Context: an optimization exercise on an open-source flow, tuned for small area and a short achievable clock period. The choices shown serve that exercise and are no tape-out recipe. No functional check of the RTL was part of any run shown here. No activity file was given, so power comes from the tool's default toggle rates.

==> flow/design.v (outline; a module is shown in full before it is edited, if it fits) <==
// module pipeline_sum: 508 lines
module pipeline_sum (
    input clk,
    input [15:0] a, b,
    output [31:0] r
);
  // ...
==> flow/flow/run.sh <==
#!/bin/bash
set -euo pipefail
MARGIN=25.5
PLAT="$FLOW_HOME/platforms/sky130hd/config.mk"
BASE=$(sed -n '/^export DONT_USE_CELLS += /,/^#/p' "$PLAT" | grep -o 'sky130_fd_sc_hd__[a-z0-9_]*' | tr '\n' ' ')
EXTRA=""
for c in maj3_1 maj3_2 maj3_4 fa_1 fa_2 fa_4 fah_1 fahcin_1 fahcon_1 ha_1 ha_2 ha_4; do
  EXTRA="$EXTRA sky130_fd_sc_hd__$c"
done
bash standard.sh SETUP_SLACK_MARGIN=$MARGIN SETUP_MOVE_SEQUENCE=sizeup,swap SKIP_GATE_CLONING=1 \
  "BUFFER_PORTS_ARGS=-buffer_cell sky130_fd_sc_hd__buf_1" \
  "DONT_USE_CELLS=$BASE$EXTRA" finish > make_finish.log 2>&1
==> flow/standard.sh <==
#!/bin/bash
# synth_recipe.tcl (not shown) runs the flow's synth.tcl, then flattens the netlist and writes it again
# the make line also repeats each setting of config.mk as NAME=value (left out here)
make -C /OpenROAD-flow-scripts/flow DESIGN_CONFIG=/design/flow/config.mk WORK_HOME=/design/flow/orfs CLKGATE_MAP_FILE= SYNTH_SCRIPT=/design/flow/synth_recipe.tcl "${@:-finish}"
==> flow/config.mk <==
export PLATFORM = sky130hd
export DESIGN_NAME = pipeline_sum
export DESIGN_NICKNAME = pipeline_sum
export VERILOG_FILES = /design/flow/design.v
export SDC_FILE = /design/flow/constraint.sdc
export NUM_CORES = 4
export LEC_CHECK = 0
export ABC_AREA = 1
export CAP_MARGIN = 20
export CORE_MARGIN = 2
export CORE_UTILIZATION = 55
export SLEW_MARGIN = 20
==> flow/constraint.sdc <==
create_clock -name core_clock -period 36.0 [get_ports {clk}]
set_input_delay 7.2000 -clock core_clock [delete_from_list [all_inputs] [get_ports {clk}]]
set_output_delay 7.2000 -clock core_clock [all_outputs]
set_load 0.01 [all_outputs]
==> results by group, run 1 <==
Synthesis
  – Register area share after synthesis: 19.80%
  – Dominant synthesized flop cell: dfxtp_1
  – Post-synthesis adder-cell area fraction: 0%
  – EDFF count, synth: 0
  – XOR/XNOR Fraction of Synth Area: 14.90%
  – Multiplexer share of the synthesized area: less than 1%

Placement
  – DP HPWL: ~23 mm
  – Placed cell area: 11230 µm²
  – PortBufs: 50

Power
  – Worst VDD drop: 0.02181 mV
  – Clock network power: 0.0968 mW
  – Biggest consumer: combinational logic
  – Final Power: around 0.4 mW

Die
  – Die Wd: 145.5 µm
  – Total core area: 19590 µm²

Cells and area
  – Post-route cell area: 11920 µm²
  – Commonest non-fill, non-tap cell in the layout: nand2_1
  – Util after Layout: approximately three fifths

Worst setup path
  – R2R Path End: ra_c2[15]$_DFF_P_
  – Register-to-Register Path Depth: between 90 and 100
  – Worst flop-to-flop path startpoint: bb_c1[3]$_DFF_P_
  – CP peak stage delay: 0.33 ns
  – Crit Path Max Fanout: 4
  – Crit-path leading delay family: simple AND/OR/NAND/NOR gates
  – Req. time, crit path: 28.80 ns

Drt
  – Wl on met1: 13.58 mm
  – Drt wl/cell: ~14 µm
  – Via count: 10.73k

Global route
  – GRT overflow: 0
  – GR Layer Usage met1: 36.44%
  – All-Layer GR Usage: 26.38%

Min path
  – Worst hold stages: 0
  – Hold Crit Class: reg2reg
  – Hold Path Sink: ah_c2[10]$_DFF_P_

STA
  – Slew @ Worst Pin: 0.8083 ns

Run status
  – Status: timing/DRC/antenna clean

Clock network
  – H-tree Lvls: 3
  – CTS clk-pin slew, worst paths: approximately 0.08 ns
==> run 2: changes to the inputs <==
--- a/flow/design.v
+++ b/flow/design.v
@@ -18,56 +18,58 @@
   assign s0_r14_bo[0] = 1'b0;
   assign s0_r14_bo[1] = (s0_r14_t[0] ^ b[0]) ? b[0] : s0_r14_bo[0];
   assign s0_r14_bo[2] = (s0_r14_t[1] ^ b[1]) ? b[1] : s0_r14_bo[1];
   wire s0_r14_q = s0_r14_hz & ~s0_r14_bo[2];
   wire [1:0] s0_r14_d;
   assign s0_r14_d[0] = s0_r14_t[0] ^ (s0_r14_q & (b[0] ^ s0_r14_bo[0]));
   assign s0_r14_d[1] = s0_r14_t[1] ^ (s0_r14_q & (b[1] ^ s0_r14_bo[1]));
   wire [15:0] s0_r14_ra = {s0_r14_d, s0_r15_ra[13:0]};
+  wire [2:0] s0_r13_t = s0_r14_ra[15:13];
+  wire s0_r13_hz = ~(|b[15:3]);
+  wire [3:0] s0_r13_bo;
+  assign s0_r13_bo[0] = 1'b0;
+  assign s0_r13_bo[1] = (s0_r13_t[0] ^ b[0]) ? b[0] : s0_r13_bo[0];
+  assign s0_r13_bo[2] = (s0_r13_t[1] ^ b[1]) ? b[1] : s0_r13_bo[1];
+  assign s0_r13_bo[3] = (s0_r13_t[2] ^ b[2]) ? b[2] : s0_r13_bo[2];
+  wire s0_r13_q = s0_r13_hz & ~s0_r13_bo[3];
+  wire [2:0] s0_r13_d;
+  assign s0_r13_d[0] = s0_r13_t[0] ^ (s0_r13_q & (b[0] ^ s0_r13_bo[0]));
+  assign s0_r13_d[1] = s0_r13_t[1] ^ (s0_r13_q & (b[1] ^ s0_r13_bo[1]));
+  assign s0_r13_d[2] = s0_r13_t[2] ^ (s0_r13_q & (b[2] ^ s0_r13_bo[2]));
+  wire [15:0] s0_r13_ra = {s0_r13_d, s0_r14_ra[12:0]};
   reg [15:0] ra_c1;
   reg [15:0] bb_c1;
-  reg [1:0] ah_c1;
+  reg [2:0] ah_c1;
   reg q15_c1;
   reg q14_c1;
+  reg q13_c1;
   always_ff @(posedge clk) begin
-    ra_c1 <= s0_r14_ra;
+    ra_c1 <= s0_r13_ra;
     bb_c1 <= b;
-    ah_c1 <= a[15:14];
+    ah_c1 <= a[15:13];
     q15_c1 <= s0_r15_q;
     q14_c1 <= s0_r14_q;
+    q13_c1 <= s0_r13_q;
   end
-  wire [2:0] s1_r13_t = ra_c1[15:13];
-  wire s1_r13_hz = ~(|bb_c1[15:3]);
-  wire [3:0] s1_r13_bo;
-  assign s1_r13_bo[0] = 1'b0;
-  assign s1_r13_bo[1] = (s1_r13_t[0] ^ bb_c1[0]) ? bb_c1[0] : s1_r13_bo[0];
-  assign s1_r13_bo[2] = (s1_r13_t[1] ^ bb_c1[1]) ? bb_c1[1] : s1_r13_bo[1];
-  assign s1_r13_bo[3] = (s1_r13_t[2] ^ bb_c1[2]) ? bb_c1[2] : s1_r13_bo[2];
-  wire s1_r13_q = s1_r13_hz & ~s1_r13_bo[3];
-  wire [2:0] s1_r13_d;
-  assign s1_r13_d[0] = s1_r13_t[0] ^ (s1_r13_q & (bb_c1[0] ^ s1_r13_bo[0]));
-  assign s1_r13_d[1] = s1_r13_t[1] ^ (s1_r13_q & (bb_c1[1] ^ s1_r13_bo[1]));
-  assign s1_r13_d[2] = s1_r13_t[2] ^ (s1_r13_q & (bb_c1[2] ^ s1_r13_bo[2]));
-  wire [15:0] s1_r13_ra = {s1_r13_d, ra_c1[12:0]};
-  wire [3:0] s1_r12_t = s1_r13_ra[15:12];
+  wire [3:0] s1_r12_t = ra_c1[15:12];
   wire s1_r12_hz = ~(|bb_c1[15:4]);
   wire [4:0] s1_r12_bo;
   assign s1_r12_bo[0] = 1'b0;
   assign s1_r12_bo[1] = (s1_r12_t[0] ^ bb_c1[0]) ? bb_c1[0] : s1_r12_bo[0];
   assign s1_r12_bo[2] = (s1_r12_t[1] ^ bb_c1[1]) ? bb_c1[1] : s1_r12_bo[1];
   assign s1_r12_bo[3] = (s1_r12_t[2] ^ bb_c1[2]) ? bb_c1[2] : s1_r12_bo[2];
   assign s1_r12_bo[4] = (s1_r12_t[3] ^ bb_c1[3]) ? bb_c1[3] : s1_r12_bo[3];
   wire s1_r12_q = s1_r12_hz & ~s1_r12_bo[4];
   wire [3:0] s1_r12_d;
   assign s1_r12_d[0] = s1_r12_t[0] ^ (s1_r12_q & (bb_c1[0] ^ s1_r12_bo[0]));
   assign s1_r12_d[1] = s1_r12_t[1] ^ (s1_r12_q & (bb_c1[1] ^ s1_r12_bo[1]));
   assign s1_r12_d[2] = s1_r12_t[2] ^ (s1_r12_q & (bb_c1[2] ^ s1_r12_bo[2]));
   assign s1_r12_d[3] = s1_r12_t[3] ^ (s1_r12_q & (bb_c1[3] ^ s1_r12_bo[3]));
-  wire [15:0] s1_r12_ra = {s1_r12_d, s1_r13_ra[11:0]};
+  wire [15:0] s1_r12_ra = {s1_r12_d, ra_c1[11:0]};
   wire [4:0] s1_r11_t = s1_r12_ra[15:11];
   wire s1_r11_hz = ~(|bb_c1[15:5]);
   wire [5:0] s1_r11_bo;
   assign s1_r11_bo[0] = 1'b0;
   assign s1_r11_bo[1] = (s1_r11_t[0] ^ bb_c1[0]) ? bb_c1[0] : s1_r11_bo[0];
   assign s1_r11_bo[2] = (s1_r11_t[1] ^ bb_c1[1]) ? bb_c1[1] : s1_r11_bo[1];
   assign s1_r11_bo[3] = (s1_r11_t[2] ^ bb_c1[2]) ? bb_c1[2] : s1_r11_bo[2];
   assign s1_r11_bo[4] = (s1_r11_t[3] ^ bb_c1[3]) ? bb_c1[3] : s1_r11_bo[3];
@@ -177,93 +179,110 @@
   assign s1_r6_bo[3] = (s1_r6_t[2] ^ bb_c1[2]) ? bb_c1[2] : s1_r6_bo[2];
   assign s1_r6_bo[4] = (s1_r6_t[3] ^ bb_c1[3]) ? bb_c1[3] : s1_r6_bo[3];
   assign s1_r6_bo[5] = (s1_r6_t[4] ^ bb_c1[4]) ? bb_c1[4] : s1_r6_bo[4];
   assign s1_r6_bo[6] = (s1_r6_t[5] ^ bb_c1[5]) ? bb_c1[5] : s1_r6_bo[5];
   assign s1_r6_bo[7] = (s1_r6_t[6] ^ bb_c1[6]) ? bb_c1[6] : s1_r6_bo[6];
   assign s1_r6_bo[8] = (s1_r6_t[7] ^ bb_c1[7]) ? bb_c1[7] : s1_r6_bo[7];
   assign s1_r6_bo[9] = (s1_r6_t[8] ^ bb_c1[8]) ? bb_c1[8] : s1_r6_bo[8];
   assign s1_r6_bo[10] = (s1_r6_t[9] ^ bb_c1[9]) ? bb_c1[9] : s1_r6_bo[9];
-  wire s1_r6_q = s1_r6_hz & ~s1_r6_bo[10];
+  wire [10:5] s1_r6_s_gu;
+  assign s1_r6_s_gu[5] = 1'b0;
+  assign s1_r6_s_gu[6] = (s1_r6_t[5] ^ bb_c1[5]) ? bb_c1[5] : s1_r6_s_gu[5];
+  assign s1_r6_s_gu[7] = (s1_r6_t[6] ^ bb_c1[6]) ? bb_c1[6] : s1_r6_s_gu[6];
+  assign s1_r6_s_gu[8] = (s1_r6_t[7] ^ bb_c1[7]) ? bb_c1[7] : s1_r6_s_gu[7];
+  assign s1_r6_s_gu[9] = (s1_r6_t[8] ^ bb_c1[8]) ? bb_c1[8] : s1_r6_s_gu[8];
+  assign s1_r6_s_gu[10] = (s1_r6_t[9] ^ bb_c1[9]) ? bb_c1[9] : s1_r6_s_gu[9];
+  wire s1_r6_s_pu = ~(|(s1_r6_t[9:5] ^ {bb_c1[9], bb_c1[8], bb_c1[7], bb_c1[6], bb_c1[5]}));
+  wire s1_r6_bf = s1_r6_s_gu[10] | (s1_r6_s_pu & s1_r6_bo[5]);
+  wire s1_r6_q = s1_r6_hz & ~s1_r6_bf;
   wire [9:0] s1_r6_d;
   assign s1_r6_d[0] = s1_r6_t[0] ^ (s1_r6_q & (bb_c1[0] ^ s1_r6_bo[0]));
   assign s1_r6_d[1] = s1_r6_t[1] ^ (s1_r6_q & (bb_c1[1] ^ s1_r6_bo[1]));
   assign s1_r6_d[2] = s1_r6_t[2] ^ (s1_r6_q & (bb_c1[2] ^ s1_r6_bo[2]));
   assign s1_r6_d[3] = s1_r6_t[3] ^ (s1_r6_q & (bb_c1[3] ^ s1_r6_bo[3]));
   assign s1_r6_d[4] = s1_r6_t[4] ^ (s1_r6_q & (bb_c1[4] ^ s1_r6_bo[4]));
   assign s1_r6_d[5] = s1_r6_t[5] ^ (s1_r6_q & (bb_c1[5] ^ s1_r6_bo[5]));
   assign s1_r6_d[6] = s1_r6_t[6] ^ (s1_r6_q & (bb_c1[6] ^ s1_r6_bo[6]));
   assign s1_r6_d[7] = s1_r6_t[7] ^ (s1_r6_q & (bb_c1[7] ^ s1_r6_bo[7]));
   assign s1_r6_d[8] = s1_r6_t[8] ^ (s1_r6_q & (bb_c1[8] ^ s1_r6_bo[8]));
   assign s1_r6_d[9] = s1_r6_t[9] ^ (s1_r6_q & (bb_c1[9] ^ s1_r6_bo[9]));
   wire [15:0] s1_r6_ra = {s1_r6_d, s1_r7_ra[5:0]};
-  wire [10:0] s1_r5_t = s1_r6_ra[15:5];
-  wire s1_r5_hz = ~(|bb_c1[15:11]);
-  wire [11:0] s1_r5_bo;
-  assign s1_r5_bo[0] = 1'b0;
-  assign s1_r5_bo[1] = (s1_r5_t[0] ^ bb_c1[0]) ? bb_c1[0] : s1_r5_bo[0];
-  assign s1_r5_bo[2] = (s1_r5_t[1] ^ bb_c1[1]) ? bb_c1[1] : s1_r5_bo[1];
-  assign s1_r5_bo[3] = (s1_r5_t[2] ^ bb_c1[2]) ? bb_c1[2] : s1_r5_bo[2];
-  assign s1_r5_bo[4] = (s1_r5_t[3] ^ bb_c1[3]) ? bb_c1[3] : s1_r5_bo[3];
-  assign s1_r5_bo[5] = (s1_r5_t[4] ^ bb_c1[4]) ? bb_c1[4] : s1_r5_bo[4];
-  assign s1_r5_bo[6] = (s1_r5_t[5] ^ bb_c1[5]) ? bb_c1[5] : s1_r5_bo[5];
-  assign s1_r5_bo[7] = (s1_r5_t[6] ^ bb_c1[6]) ? bb_c1[6] : s1_r5_bo[6];
-  assign s1_r5_bo[8] = (s1_r5_t[7] ^ bb_c1[7]) ? bb_c1[7] : s1_r5_bo[7];
-  assign s1_r5_bo[9] = (s1_r5_t[8] ^ bb_c1[8]) ? bb_c1[8] : s1_r5_bo[8];
-  assign s1_r5_bo[10] = (s1_r5_t[9] ^ bb_c1[9]) ? bb_c1[9] : s1_r5_bo[9];
-  assign s1_r5_bo[11] = (s1_r5_t[10] ^ bb_c1[10]) ? bb_c1[10] : s1_r5_bo[10];
-  wire s1_r5_q = s1_r5_hz & ~s1_r5_bo[11];
-  wire [10:0] s1_r5_d;
-  assign s1_r5_d[0] = s1_r5_t[0] ^ (s1_r5_q & (bb_c1[0] ^ s1_r5_bo[0]));
-  assign s1_r5_d[1] = s1_r5_t[1] ^ (s1_r5_q & (bb_c1[1] ^ s1_r5_bo[1]));
-  assign s1_r5_d[2] = s1_r5_t[2] ^ (s1_r5_q & (bb_c1[2] ^ s1_r5_bo[2]));
-  assign s1_r5_d[3] = s1_r5_t[3] ^ (s1_r5_q & (bb_c1[3] ^ s1_r5_bo[3]));
-  assign s1_r5_d[4] = s1_r5_t[4] ^ (s1_r5_q & (bb_c1[4] ^ s1_r5_bo[4]));
-  assign s1_r5_d[5] = s1_r5_t[5] ^ (s1_r5_q & (bb_c1[5] ^ s1_r5_bo[5]));
-  assign s1_r5_d[6] = s1_r5_t[6] ^ (s1_r5_q & (bb_c1[6] ^ s1_r5_bo[6]));
-  assign s1_r5_d[7] = s1_r5_t[7] ^ (s1_r5_q & (bb_c1[7] ^ s1_r5_bo[7]));
-  assign s1_r5_d[8] = s1_r5_t[8] ^ (s1_r5_q & (bb_c1[8] ^ s1_r5_bo[8]));
-  assign s1_r5_d[9] = s1_r5_t[9] ^ (s1_r5_q & (bb_c1[9] ^ s1_r5_bo[9]));
-  assign s1_r5_d[10] = s1_r5_t[10] ^ (s1_r5_q & (bb_c1[10] ^ s1_r5_bo[10]));
-  wire [15:0] s1_r5_ra = {s1_r5_d, s1_r6_ra[4:0]};
   reg [15:0] ra_c2;
   reg [15:0] bb_c2;
-  reg [10:0] ah_c2;
+  reg [9:0] ah_c2;
   reg q15_c2;
   reg q14_c2;
   reg q13_c2;
   reg q12_c2;
   reg q11_c2;
   reg q10_c2;
   reg q9_c2;
   reg q8_c2;
   reg q7_c2;
   reg q6_c2;
-  reg q5_c2;
   always_ff @(posedge clk) begin
-    ra_c2 <= s1_r5_ra;
+    ra_c2 <= s1_r6_ra;
     bb_c2 <= bb_c1;
-    ah_c2 <= {ah_c1, ra_c1[13:5]};
+    ah_c2 <= {ah_c1, ra_c1[12:6]};
     q15_c2 <= q15_c1;
     q14_c2 <= q14_c1;
-    q13_c2 <= s1_r13_q;
+    q13_c2 <= q13_c1;
     q12_c2 <= s1_r12_q;
     q11_c2 <= s1_r11_q;
     q10_c2 <= s1_r10_q;
     q9_c2 <= s1_r9_q;
     q8_c2 <= s1_r8_q;
     q7_c2 <= s1_r7_q;
     q6_c2 <= s1_r6_q;
-    q5_c2 <= s1_r5_q;
   end
-  wire [15:0] xa = {ah_c2, ra_c2[4:0]};
+  wire [15:0] xa = {ah_c2, ra_c2[5:0]};
   wire [15:0] sh = (bb_c2[15:4] == 12'd0) ? (xa << bb_c2[3:0]) : 16'd0;
   wire [17:0] xs = {2'b0, xa | bb_c2} + {2'b0, xa ^ bb_c2} + {2'b0, sh};
-  wire [17:0] ym2 = xs + {1'b0, 1'b0, q15_c2, q14_c2, q13_c2, q12_c2, q11_c2, q10_c2, q9_c2, q8_c2, q7_c2, q6_c2, q5_c2, 1'b0, 1'b0, 1'b0, 1'b0, 1'b0};
-  wire [11:0] s2_r4_t = ra_c2[15:4];
+  wire [17:0] ym2 = xs + {1'b0, 1'b0, q15_c2, q14_c2, q13_c2, q12_c2, q11_c2, q10_c2, q9_c2, q8_c2, q7_c2, q6_c2, 1'b0, 1'b0, 1'b0, 1'b0, 1'b0, 1'b0};
+  wire [10:0] s2_r5_t = ra_c2[15:5];
+  wire s2_r5_hz = ~(|bb_c2[15:11]);
+  wire [11:0] s2_r5_bo;
+  assign s2_r5_bo[0] = 1'b0;
+  assign s2_r5_bo[1] = (s2_r5_t[0] ^ bb_c2[0]) ? bb_c2[0] : s2_r5_bo[0];
+  assign s2_r5_bo[2] = (s2_r5_t[1] ^ bb_c2[1]) ? bb_c2[1] : s2_r5_bo[1];
+  assign s2_r5_bo[3] = (s2_r5_t[2] ^ bb_c2[2]) ? bb_c2[2] : s2_r5_bo[2];
+  assign s2_r5_bo[4] = (s2_r5_t[3] ^ bb_c2[3]) ? bb_c2[3] : s2_r5_bo[3];
+  assign s2_r5_bo[5] = (s2_r5_t[4] ^ bb_c2[4]) ? bb_c2[4] : s2_r5_bo[4];
+  assign s2_r5_bo[6] = (s2_r5_t[5] ^ bb_c2[5]) ? bb_c2[5] : s2_r5_bo[5];
+  assign s2_r5_bo[7] = (s2_r5_t[6] ^ bb_c2[6]) ? bb_c2[6] : s2_r5_bo[6];
+  assign s2_r5_bo[8] = (s2_r5_t[7] ^ bb_c2[7]) ? bb_c2[7] : s2_r5_bo[7];
+  assign s2_r5_bo[9] = (s2_r5_t[8] ^ bb_c2[8]) ? bb_c2[8] : s2_r5_bo[8];
+  assign s2_r5_bo[10] = (s2_r5_t[9] ^ bb_c2[9]) ? bb_c2[9] : s2_r5_bo[9];
+  assign s2_r5_bo[11] = (s2_r5_t[10] ^ bb_c2[10]) ? bb_c2[10] : s2_r5_bo[10];
+  wire [11:5] s2_r5_s_gu;
+  assign s2_r5_s_gu[5] = 1'b0;
+  assign s2_r5_s_gu[6] = (s2_r5_t[5] ^ bb_c2[5]) ? bb_c2[5] : s2_r5_s_gu[5];
+  assign s2_r5_s_gu[7] = (s2_r5_t[6] ^ bb_c2[6]) ? bb_c2[6] : s2_r5_s_gu[6];
+  assign s2_r5_s_gu[8] = (s2_r5_t[7] ^ bb_c2[7]) ? bb_c2[7] : s2_r5_s_gu[7];
+  assign s2_r5_s_gu[9] = (s2_r5_t[8] ^ bb_c2[8]) ? bb_c2[8] : s2_r5_s_gu[8];
+  assign s2_r5_s_gu[10] = (s2_r5_t[9] ^ bb_c2[9]) ? bb_c2[9] : s2_r5_s_gu[9];
+  assign s2_r5_s_gu[11] = (s2_r5_t[10] ^ bb_c2[10]) ? bb_c2[10] : s2_r5_s_gu[10];
+  wire s2_r5_s_pu = ~(|(s2_r5_t[10:5] ^ {bb_c2[10], bb_c2[9], bb_c2[8], bb_c2[7], bb_c2[6], bb_c2[5]}));
+  wire s2_r5_bf = s2_r5_s_gu[11] | (s2_r5_s_pu & s2_r5_bo[5]);
+  wire s2_r5_q = s2_r5_hz & ~s2_r5_bf;
+  wire [10:0] s2_r5_d;
+  assign s2_r5_d[0] = s2_r5_t[0] ^ (s2_r5_q & (bb_c2[0] ^ s2_r5_bo[0]));
+  assign s2_r5_d[1] = s2_r5_t[1] ^ (s2_r5_q & (bb_c2[1] ^ s2_r5_bo[1]));
+  assign s2_r5_d[2] = s2_r5_t[2] ^ (s2_r5_q & (bb_c2[2] ^ s2_r5_bo[2]));
+  assign s2_r5_d[3] = s2_r5_t[3] ^ (s2_r5_q & (bb_c2[3] ^ s2_r5_bo[3]));
+  assign s2_r5_d[4] = s2_r5_t[4] ^ (s2_r5_q & (bb_c2[4] ^ s2_r5_bo[4]));
+  assign s2_r5_d[5] = s2_r5_t[5] ^ (s2_r5_q & (bb_c2[5] ^ s2_r5_bo[5]));
+  assign s2_r5_d[6] = s2_r5_t[6] ^ (s2_r5_q & (bb_c2[6] ^ s2_r5_bo[6]));
+  assign s2_r5_d[7] = s2_r5_t[7] ^ (s2_r5_q & (bb_c2[7] ^ s2_r5_bo[7]));
+  assign s2_r5_d[8] = s2_r5_t[8] ^ (s2_r5_q & (bb_c2[8] ^ s2_r5_bo[8]));
+  assign s2_r5_d[9] = s2_r5_t[9] ^ (s2_r5_q & (bb_c2[9] ^ s2_r5_bo[9]));
+  assign s2_r5_d[10] = s2_r5_t[10] ^ (s2_r5_q & (bb_c2[10] ^ s2_r5_bo[10]));
+  wire [15:0] s2_r5_ra = {s2_r5_d, ra_c2[4:0]};
+  wire [11:0] s2_r4_t = s2_r5_ra[15:4];
   wire s2_r4_hz = ~(|bb_c2[15:12]);
   wire [12:0] s2_r4_bo;
   assign s2_r4_bo[0] = 1'b0;
   assign s2_r4_bo[1] = (s2_r4_t[0] ^ bb_c2[0]) ? bb_c2[0] : s2_r4_bo[0];
   assign s2_r4_bo[2] = (s2_r4_t[1] ^ bb_c2[1]) ? bb_c2[1] : s2_r4_bo[1];
   assign s2_r4_bo[3] = (s2_r4_t[2] ^ bb_c2[2]) ? bb_c2[2] : s2_r4_bo[2];
   assign s2_r4_bo[4] = (s2_r4_t[3] ^ bb_c2[3]) ? bb_c2[3] : s2_r4_bo[3];
   assign s2_r4_bo[5] = (s2_r4_t[4] ^ bb_c2[4]) ? bb_c2[4] : s2_r4_bo[4];
@@ -293,17 +312,17 @@
   assign s2_r4_d[4] = s2_r4_t[4] ^ (s2_r4_q & (bb_c2[4] ^ s2_r4_bo[4]));
   assign s2_r4_d[5] = s2_r4_t[5] ^ (s2_r4_q & (bb_c2[5] ^ s2_r4_bo[5]));
   assign s2_r4_d[6] = s2_r4_t[6] ^ (s2_r4_q & (bb_c2[6] ^ s2_r4_bo[6]));
   assign s2_r4_d[7] = s2_r4_t[7] ^ (s2_r4_q & (bb_c2[7] ^ s2_r4_bo[7]));
   assign s2_r4_d[8] = s2_r4_t[8] ^ (s2_r4_q & (bb_c2[8] ^ s2_r4_bo[8]));
   assign s2_r4_d[9] = s2_r4_t[9] ^ (s2_r4_q & (bb_c2[9] ^ s2_r4_bo[9]));
   assign s2_r4_d[10] = s2_r4_t[10] ^ (s2_r4_q & (bb_c2[10] ^ s2_r4_bo[10]));
   assign s2_r4_d[11] = s2_r4_t[11] ^ (s2_r4_q & (bb_c2[11] ^ s2_r4_bo[11]));
-  wire [15:0] s2_r4_ra = {s2_r4_d, ra_c2[3:0]};
+  wire [15:0] s2_r4_ra = {s2_r4_d, s2_r5_ra[3:0]};
   wire [12:0] s2_r3_t = s2_r4_ra[15:3];
   wire s2_r3_hz = ~(|bb_c2[15:13]);
   wire [13:0] s2_r3_bo;
   assign s2_r3_bo[0] = 1'b0;
   assign s2_r3_bo[1] = (s2_r3_t[0] ^ bb_c2[0]) ? bb_c2[0] : s2_r3_bo[0];
   assign s2_r3_bo[2] = (s2_r3_t[1] ^ bb_c2[1]) ? bb_c2[1] : s2_r3_bo[1];
   assign s2_r3_bo[3] = (s2_r3_t[2] ^ bb_c2[2]) ? bb_c2[2] : s2_r3_bo[2];
   assign s2_r3_bo[4] = (s2_r3_t[3] ^ bb_c2[3]) ? bb_c2[3] : s2_r3_bo[3];
@@ -480,17 +499,17 @@
   assign s2_x4_k3_gu[13] = (s2_x4_t[12] ^ s2_x4_b3[12]) ? s2_x4_b3[12] : s2_x4_k3_gu[12];
   assign s2_x4_k3_gu[14] = (s2_x4_t[13] ^ s2_x4_b3[13]) ? s2_x4_b3[13] : s2_x4_k3_gu[13];
   assign s2_x4_k3_gu[15] = (s2_x4_t[14] ^ s2_x4_b3[14]) ? s2_x4_b3[14] : s2_x4_k3_gu[14];
   assign s2_x4_k3_gu[16] = (s2_x4_t[15] ^ s2_x4_b3[15]) ? s2_x4_b3[15] : s2_x4_k3_gu[15];
   wire s2_x4_k3_pu = ~(|(s2_x4_t[15:8] ^ {s2_x4_b3[15], s2_x4_b3[14], s2_x4_b3[13], s2_x4_b3[12], s2_x4_b3[11], s2_x4_b3[10], s2_x4_b3[9], s2_x4_b3[8]}));
   wire s2_x4_ge3 = ~(|s2_x4_b3[17:16]) & ~(s2_x4_k3_gu[16] | (s2_x4_k3_pu & s2_x4_c3[8]));
   wire s2_x4_q1 = s2_x4_ge2;
   wire s2_x4_q0 = s2_x4_q1 ? s2_x4_ge3 : s2_x4_ge1;
-  wire [6:0] ml = {1'b0, ym2[5:0]} + {1'b0, 1'b0, s2_r4_q, s2_r3_q, s2_r2_q, 1'b0, 1'b0};
+  wire [6:0] ml = {1'b0, ym2[5:0]} + {1'b0, s2_r5_q, s2_r4_q, s2_r3_q, s2_r2_q, 1'b0, 1'b0};
   wire lc1 = ml[0] & s2_x4_q0;
   wire lc2 = (ml[1] & s2_x4_q1) | ((ml[1] | s2_x4_q1) & lc1);
   wire [6:0] lo7;
   assign lo7[0] = ml[0] ^ s2_x4_q0;
   assign lo7[1] = ml[1] ^ s2_x4_q1 ^ lc1;
   assign lo7[2] = ml[2] ^ (lc2 & (1'b1));
   assign lo7[3] = ml[3] ^ (lc2 & (&ml[2:2]));
   assign lo7[4] = ml[4] ^ (lc2 & (&ml[3:2]));
==> flow/flow/run.sh (replaced) <==
#!/bin/bash
set -euo pipefail
MARGIN=25
bash standard.sh SETUP_SLACK_MARGIN=$MARGIN SETUP_MOVE_SEQUENCE=sizeup,swap SKIP_GATE_CLONING=1 \
  "BUFFER_PORTS_ARGS=-buffer_cell sky130_fd_sc_hd__buf_1" finish > make_finish.log 2>&1
==> results by group, run 2 <==
STA
  – Min Tclk post-route: 9.922 ns (was 9.707 ns)
  – Pins Over Slew Limit: 0 (unchanged)
  – Final setup TNS: 0 ns (unchanged)
  – Slew @ Worst Pin: 1.068 ns (was 0.8083 ns)
  – Hold WS: 0.3289 ns (was 0.3256 ns)
  – Fin. Hold Viols: 0 (unchanged)
  – RSZ-0062 raised after global routing: false (unchanged)
  – Crit share post-route: 27.56% (was 26.96%)
  – Max Clock Freq: 0.1008 GHz (was 0.1030 GHz)
  – Worst slew margin: 28.35% (was 46.04%)
  – Setup Skew: 0.01481 ns (was 0.01039 ns)
  – Fin worst setup slack: 26.08 ns (was 26.29 ns)
  – Setup-failing EPs final: 0 (unchanged)

Clock network
  – Clock latency on the worst-skew pair: 0.38 ns (was 0.36 ns)
  – Clock tree from TritonCTS: built (unchanged)
  – Clock sinks: 109 (unchanged)
  – Root buf cell: clkbuf_16 (unchanged)
  – CTS max path bufs: 2 (unchanged)
  – TritonCTS Buffers: 9 (unchanged)
  – H-tree Lvls: 3 (unchanged)
  – CTS clk-pin slew, worst paths: 0.09 ns (was 0.08 ns)
  – CTS Hold Buffers Added: 0 (unchanged)

Synthesis
  – Largest area contributor in the netlist: dfxtp_1 (unchanged)
  – Synth top area share: 18.32% (was 19.80%)
  – Yosys cell types: 60 (was 66)
  – Synth Instances: 1818 (was 1792)
  – Seq cells post-synth: 109 (unchanged)
  – EDFF count, synth: 0 (unchanged)
  – Synth warn: 1 (unchanged)
  – Dominant synthesized flop cell: dfxtp_1 (unchanged)
  – Top post-synthesis cells by area: dfxtp_1, nand2_1, ha_1 (was dfxtp_1, nand2_1, xor2_1)
  – Netlist Area Pre-Place: 11910 µm² (was 11020 µm²)
  – Register area share after synthesis: 18.32% (was 19.80%)
  – Syn_area_per_cell: 6.551 µm² (was 6.149 µm²)
  – Synth cell count leaders: nand2_1, inv_1, nand3_1 (was nand2_1, inv_1, nor2_1)
  – Synth async-reset ratio: 0% (unchanged)
  – Count leader, synth: nand2_1 (unchanged)

Placement
  – PortBufs: 50 (unchanged)
  – Placed cell area: 12070 µm² (was 11230 µm²)
  – GPL Wtd Cong: 0.9051 (was 0.9112)
  – DP HPWL: 24.04 mm (was 22.89 mm)
  – Placed Instances: 2097 (was 2059)
  – Setup WS pre-CTS: 25.54 ns (was 25.66 ns)

Cells and area
  – Layout Nets: 1974 (was 1838)
  – Antenna diodes: 0 (unchanged)
  – # fillers: 2122 (was 1920)
  – Fin cells: 2113 (was 2074)
  – Most frequent cells in the layout: nand2_1, inv_1, nand3_1 (was nand2_1, inv_1, nor2_1)
  – Util after Layout: 58.92% (was 60.87%)
  – Commonest non-fill, non-tap cell in the layout: nand2_1 (unchanged)
  – Area delta synth->final: 4.654% (was 8.209%)
  – Post-route cell area: 12460 µm² (was 11920 µm²)
  – Layout cells sized above 1: 8.270% (was 14.48%)

Worst setup path
  – Critical path endpoint category: register (was primary output)
  – CP Launch Type: register (unchanged)
  – Crit Path Max Fanout: 24 (was 4)
  – Critical path's most frequent cell: nand2_1 (unchanged)
  – Worst EP arrival: 10.16 ns (was 2.51 ns)
  – CP max-delay cell: dfxtp_4 (was dfxtp_1)
  – CP peak stage delay: 0.51 ns (was 0.33 ns)
  – Worst Setup Path Type: reg2reg (was reg2out)
  – Req. time, crit path: 36.24 ns (was 28.80 ns)

Drt
  – Vias per cell: 5.184 (was 5.175)
  – Drt wl/cell: 13.93 µm (was 13.82 µm)
  – First DRT Iteration DRCs: 718 (was 812)
  – Routed Antenna Nets: 0 (unchanged)
  – Via count: 10.95k (was 10.73k)
  – Routed wire length: 29.42 mm (was 28.67 mm)
  – Drt pass-1 iters: 6 (was 5)
  – Post-route DRC violation count: 0 (unchanged)

Die
  – Num ports: 65 (unchanged)
  – DIE AREA: 22850 µm² (was 21180 µm²)
  – Initial Utilization: 56.30% (was 56.25%)
  – Die Wd: 151.2 µm (was 145.5 µm)
  – Rows: 53 (was 51)
  – Die height: 151.2 µm (was 145.5 µm)
  – Total core area: 21150 µm² (was 19590 µm²)

Global route
  – Initial antenna violation count: 0 (unchanged)
  – All-Layer GR Usage: 26.56% (was 26.38%)
  – Global-route wire length before repair: 47.81 mm (was 45.87 mm)
  – Largest net degree at the start of global routing: 30 (was 28)
  – Vias in the first global route: 9782 (was 9355)
  – GRT overflow: 0 (unchanged)

Power
  – Worst VDD drop: 0.02189 mV (was 0.02181 mV)
  – PD cells: 35.02 nW/µm² (was 33.01 nW/µm²)
  – Lkg Pwr: 6.436 nW (was 5.893 nW)
  – Final Power: 0.4364 mW (was 0.3936 mW)

Run
  – Max-Cap Viols: 0 (unchanged)

Min path
  – Hold Crit Class: reg2reg (unchanged)

Run status
  – Status: timing/DRC/antenna clean (unchanged)
-- run 2: cell types whose count changed after synthesis, sizes merged, moves of 12 or more --
cell,previous run,this run
nor2,207,113
inv,247,276
xnor2,39,17
ha,0,79
nand2,544,556
nand3,164,191
fa,0,29
nand4,24,39
-- run 2: cell families (layout without fill, tap and decap cells) --
| logic type | count (synthesis) | in the layout | synth area share, % |
|---|---|---|---|
| AOI/OAI and AO/OA | 160 | 160 | 7.595 |
| adders and majority gates | 111 | 111 | 13.44 |
| xor gates and xnor gates | 142 | 142 | 11.64 |
| muxes | 1 | 1 | 0.08405 |
| buffers and inverters | 344 | 351 | 12.66 |
| other | 1 | 14 | 0.03149 |
| and+or+nand+nor | 950 | 950 | 36.23 |
| DFF | 109 | 109 | 18.32 |
-- run 2: power breakdown --
part | switching (mW) | internal [mW] | total [mW]
clock | 0.0564 | 0.0508 | 0.107
sequential | 0.0133 | 0.136 | 0.149
combinational | 0.114 | 0.0665 | 0.180
total | 0.183 | 0.253 | 0.436
-- run 2: final cells by class --
type	count	area [µm²]	share of cell area, %
tap	275	344.1	2.760
inverter	283	1085	8.703
timing repair buffer	52	202.7	1.626
multi-input combinational	1378	8328	66.81
sequential	109	2186	17.54
clock inverter	7	93.84	0.7529
clock buffer	9	225.2	1.807
-- run 2: critical path: cells and delay by family (launching register included) --
kind | cells | cell delay, ns
buffers and inverters | 7 | 1.06
adder cells (fa/ha/maj) | 5 | 1.64
AO/OA/AOI/OAI | 4 | 0.38
flip-flops | 1 | 0.51
XOR/XNOR | 4 | 0.77
AND/OR/NAND/NOR | 47 | 5.41
-- run 2: worst paths after layout --
kind                                  startpoint                to  slack [ns]  cells past startpoint
worst max-delay path            bb_c2[1]$_DFF_P_  lo_c3[5]$_DFF_P_       26.08                     67
worst min-delay path              q15_c1$_DFF_P_    q15_c2$_DFF_P_        0.33                      0
worst max register to register  bb_c2[1]$_DFF_P_  lo_c3[5]$_DFF_P_       26.08                     67
worst min register to register    q15_c1$_DFF_P_    q15_c2$_DFF_P_        0.33                      0
-- run 2: metal layers --
metal  vias to the layer above  wire length, µm  GRT usage [%]
met5                         -                0              0
met4                         0              565          6.636
met3                        37              985          3.253
met2                       208            14210          47.00
met1                      4969            13660          34.37
li1                       5740                -              -
-- run 2: what timing repair did --
item	CTS	global route
setup buffers	0	0
gates resized for setup	0	20
endpoints found under the setup margin	0	6

## afterwards: timing with drivers on the ports
Ports are ideal in the flow. The routed layouts listed here were re-timed in OpenROAD.
Step 1 (the two cells are an assumption about what drives the block):
set clk [get_ports {clk}]
set_driving_cell -lib_cell sky130_fd_sc_hd__clkbuf_16 $clk
set_driving_cell -lib_cell sky130_fd_sc_hd__buf_2 [delete_from_list [all_inputs] $clk]
Step 2 adds t to the input delays and takes it off the output delays; t is the mean of the earliest and latest rising clock arrival at the registers after step 1. Input paths then give back, and output paths get back, about the clock's delay inside the block.
Slacks: ideal / step 1 / step 2; pairs: ideal / step 1.
run | shift t [ns] | setup WS [ns] | slew at the worst register clock pin (ns) | worst slew at a driven data input, ns | cell pins on the clock port's net
run 1 | 0.404 | 26.293 / 26.248 / 26.406 | 0.08 / 0.08 | 0.05 | 1
run 2 | 0.419 | 26.078 / 26.078 / 26.078 | 0.09 / 0.09 | 0.03 | 1
After both steps every run listed still meets setup and hold.
